From an optimization exercise on the open Yosys and OpenROAD flow, aimed at small area, a short achievable clock period and few clock cycles per item; shortcuts taken in it are not production practice.
Function was checked by simulation only, so behaviour that the tests miss may differ from the original.

Design calc, start of the top module:
module calc (
                  input [7:0]  inpA ,
                  input [7:0]  inpB ,
                  input [01:0] inpOpType ,
                  output[15:0] outC  ,
                  input        iValid ,
                  output       iStall ,
                  input        oStall ,
                  output       oValid ,
                  input        clk ,
                  input        rstn
                  ) ;
   reg         v0, v1, vo, vs ;
   reg         nvo, nvs ;
   reg  [7:0]  a0, b0 ;
   reg  [1:0]  op0 ;
   reg         dv1 ;           
   reg  [19:0] r1 ;
   reg  [15:0] ro, rs ;
   wire        frz  = ~nvs ;              
   wire        take = ~oStall | nvo ;     
   wire        sub  = op0[0] ;
   wire [7:0]  bx   = b0 ^ {8{sub}} ;
   wire [8:0]  ac ;
   wire [7:0]  as ;
   assign ac[0] = sub ;
   genvar j ;
   generate
     for (j = 0; j < 8; j = j + 1) begin : g_as
       assign as[j]   = a0[j] ^ bx[j] ^ ac[j] ;
       assign ac[j+1] = (a0[j] & bx[j]) | (a0[j] & ac[j]) | (bx[j] & ac[j]) ;
     end
   endgenerate
   wire        ov   = ac[8] ^ sub ;           
   wire [15:0] r_as = {{7{ov & sub}}, ov, as} ;
   wire [15:0] r_mul ;
   wire m_pp0_0 = a0[0] & b0[0];
   wire m_pp0_1 = a0[0] & b0[1];
   wire m_pp0_2 = a0[0] & b0[2];
   wire m_pp0_3 = a0[0] & b0[3];
   wire m_pp0_4 = a0[0] & b0[4];
   wire m_pp0_5 = a0[0] & b0[5];
   wire m_pp0_6 = a0[0] & b0[6];
   wire m_pp0_7 = a0[0] & b0[7];
   wire m_pp1_0 = a0[1] & b0[0];
   wire m_pp1_1 = a0[1] & b0[1];
   wire m_pp1_2 = a0[1] & b0[2];
   wire m_pp1_3 = a0[1] & b0[3];
   wire m_pp1_4 = a0[1] & b0[4];
   wire m_pp1_5 = a0[1] & b0[5];
   wire m_pp1_6 = a0[1] & b0[6];
   wire m_pp1_7 = a0[1] & b0[7];
   wire m_pp2_0 = a0[2] & b0[0];
   wire m_pp2_1 = a0[2] & b0[1];
   wire m_pp2_2 = a0[2] & b0[2];
   wire m_pp2_3 = a0[2] & b0[3];
   wire m_pp2_4 = a0[2] & b0[4];
   wire m_pp2_5 = a0[2] & b0[5];
   wire m_pp2_6 = a0[2] & b0[6];
   wire m_pp2_7 = a0[2] & b0[7];
   wire m_pp3_0 = a0[3] & b0[0];
   wire m_pp3_1 = a0[3] & b0[1];
   wire m_pp3_2 = a0[3] & b0[2];
   wire m_pp3_3 = a0[3] & b0[3];
   wire m_pp3_4 = a0[3] & b0[4];
   wire m_pp3_5 = a0[3] & b0[5];
   wire m_pp3_6 = a0[3] & b0[6];
   wire m_pp3_7 = a0[3] & b0[7];
   wire m_pp4_0 = a0[4] & b0[0];
   wire m_pp4_1 = a0[4] & b0[1];
   wire m_pp4_2 = a0[4] & b0[2];
   wire m_pp4_3 = a0[4] & b0[3];
   wire m_pp4_4 = a0[4] & b0[4];
   wire m_pp4_5 = a0[4] & b0[5];
   wire m_pp4_6 = a0[4] & b0[6];
   wire m_pp4_7 = a0[4] & b0[7];
   wire m_pp5_0 = a0[5] & b0[0];
   wire m_pp5_1 = a0[5] & b0[1];
   wire m_pp5_2 = a0[5] & b0[2];
   wire m_pp5_3 = a0[5] & b0[3];
   wire m_pp5_4 = a0[5] & b0[4];
   wire m_pp5_5 = a0[5] & b0[5];
   wire m_pp5_6 = a0[5] & b0[6];
   wire m_pp5_7 = a0[5] & b0[7];
   wire m_pp6_0 = a0[6] & b0[0];
   wire m_pp6_1 = a0[6] & b0[1];
   wire m_pp6_2 = a0[6] & b0[2];
   wire m_pp6_3 = a0[6] & b0[3];
   wire m_pp6_4 = a0[6] & b0[4];
   wire m_pp6_5 = a0[6] & b0[5];
   wire m_pp6_6 = a0[6] & b0[6];
   wire m_pp6_7 = a0[6] & b0[7];
   wire m_pp7_0 = a0[7] & b0[0];
   wire m_pp7_1 = a0[7] & b0[1];
   wire m_pp7_2 = a0[7] & b0[2];
   wire m_pp7_3 = a0[7] & b0[3];
   wire m_pp7_4 = a0[7] & b0[4];
   wire m_pp7_5 = a0[7] & b0[5];
   wire m_pp7_6 = a0[7] & b0[6];
   wire m_pp7_7 = a0[7] & b0[7];
   wire m_w1 = m_pp0_6 ^ m_pp1_5;
   wire m_w2 = m_pp0_6 & m_pp1_5;
   wire m_w3 = m_pp0_7 ^ m_pp1_6 ^ m_pp2_5;
   wire m_w4 = (m_pp0_7 & m_pp1_6) | (m_pp0_7 & m_pp2_5) | (m_pp1_6 & m_pp2_5);
Size: ~590 cells after synthesis, roughly 77 flip-flops, roughly 40 I/O pins.
Settings: LEC_CHECK=0, ABC_AREA=1, CAP_MARGIN=20, CORE_MARGIN=2, CORE_UTILIZATION=40, CTS_BUF_LIST=sky130_fd_sc_hd__clkbuf_8, SLEW_MARGIN=20; clock period 38.0 ns.
standard.sh (not shown) runs the stock make flow with config.mk's settings and CLKGATE_MAP_FILE= SYNTH_SCRIPT=/design/flow/synth_recipe.tcl, a recipe that flattens the netlist after the stock synthesis.
==> flow/flow/run.sh <==
#!/bin/bash
set -euo pipefail
R=$(pwd)/orfs/results/sky130hd/calc/base

# the standard synthesis, kept for its register names
bash standard.sh synth > 1_standard_synth.log 2>&1
cp "$R/1_2_yosys.v" std_1_2_yosys.v

# the same synthesis without ABC in Yosys's synth
rm -f "$R/1_2_yosys.v" "$R/1_synth.odb" "$R/1_synth.sdc"
if bash standard.sh SYNTH_ARGS=-noabc "$R/1_2_yosys.v" > 2_noabc_synth.log 2>&1 &&
   python3 flow/rename_regs.py std_1_2_yosys.v "$R/1_2_yosys.v" renamed_1_2_yosys.v > 3_rename.log 2>&1; then
  cp renamed_1_2_yosys.v "$R/1_2_yosys.v"
else
  echo "no-abc synthesis not used" >> 3_rename.log
  cp std_1_2_yosys.v "$R/1_2_yosys.v"
fi
touch "$R/1_2_yosys.v"

bash standard.sh BUFFER_PORTS_ARGS="-buffer_cell sky130_fd_sc_hd__buf_2" SETUP_SLACK_MARGIN=29.55 finish > 4_layout.log 2>&1
Other scripts of this flow, unchanged in this note and not shown: flow/flow/rename_regs.py
Testbench counts at the start, summed over its fixed seeds: cycles 12,024, items 12,000.
Next try:
- ABC_AREA: 1 -> default
After rerunning: Synthesized cell count falls by 17%. Cell area rose by 0.48%. Flip-flop and latch count is unchanged. Fmax is about the same. Final cell count decreases by 12%. Clock skew hardly moves.

-- static timing again, ports no longer ideal --
No port has a modelled driver above. Below, the same layouts with a new extraction and two added sets of constraints.
Step 1 sets driving cells, clkbuf_16 on the clock port and buf_2 on the other inputs (assumed; they add their load-dependent delay and slew).
Step 2 also shifts input and output timing later by t, the mid clock arrival at the registers, as if the neighbouring blocks saw the same clock.
a / b / c = ideal / step 1 / step 2; a / b = the first two.
run | t (ns) | setup WS [ns] | worst slew at a driven data input, ns
the first run | 0.399 | 29.516 / 29.483 / 29.416 | 0.03
the second run | 0.402 | 29.508 / 29.474 / 29.293 | 0.03
After both steps every run listed still meets setup and hold. The setup slack of the second run, which loses most, moves by -0.034 ns with the drivers and by -0.215 ns with both steps.
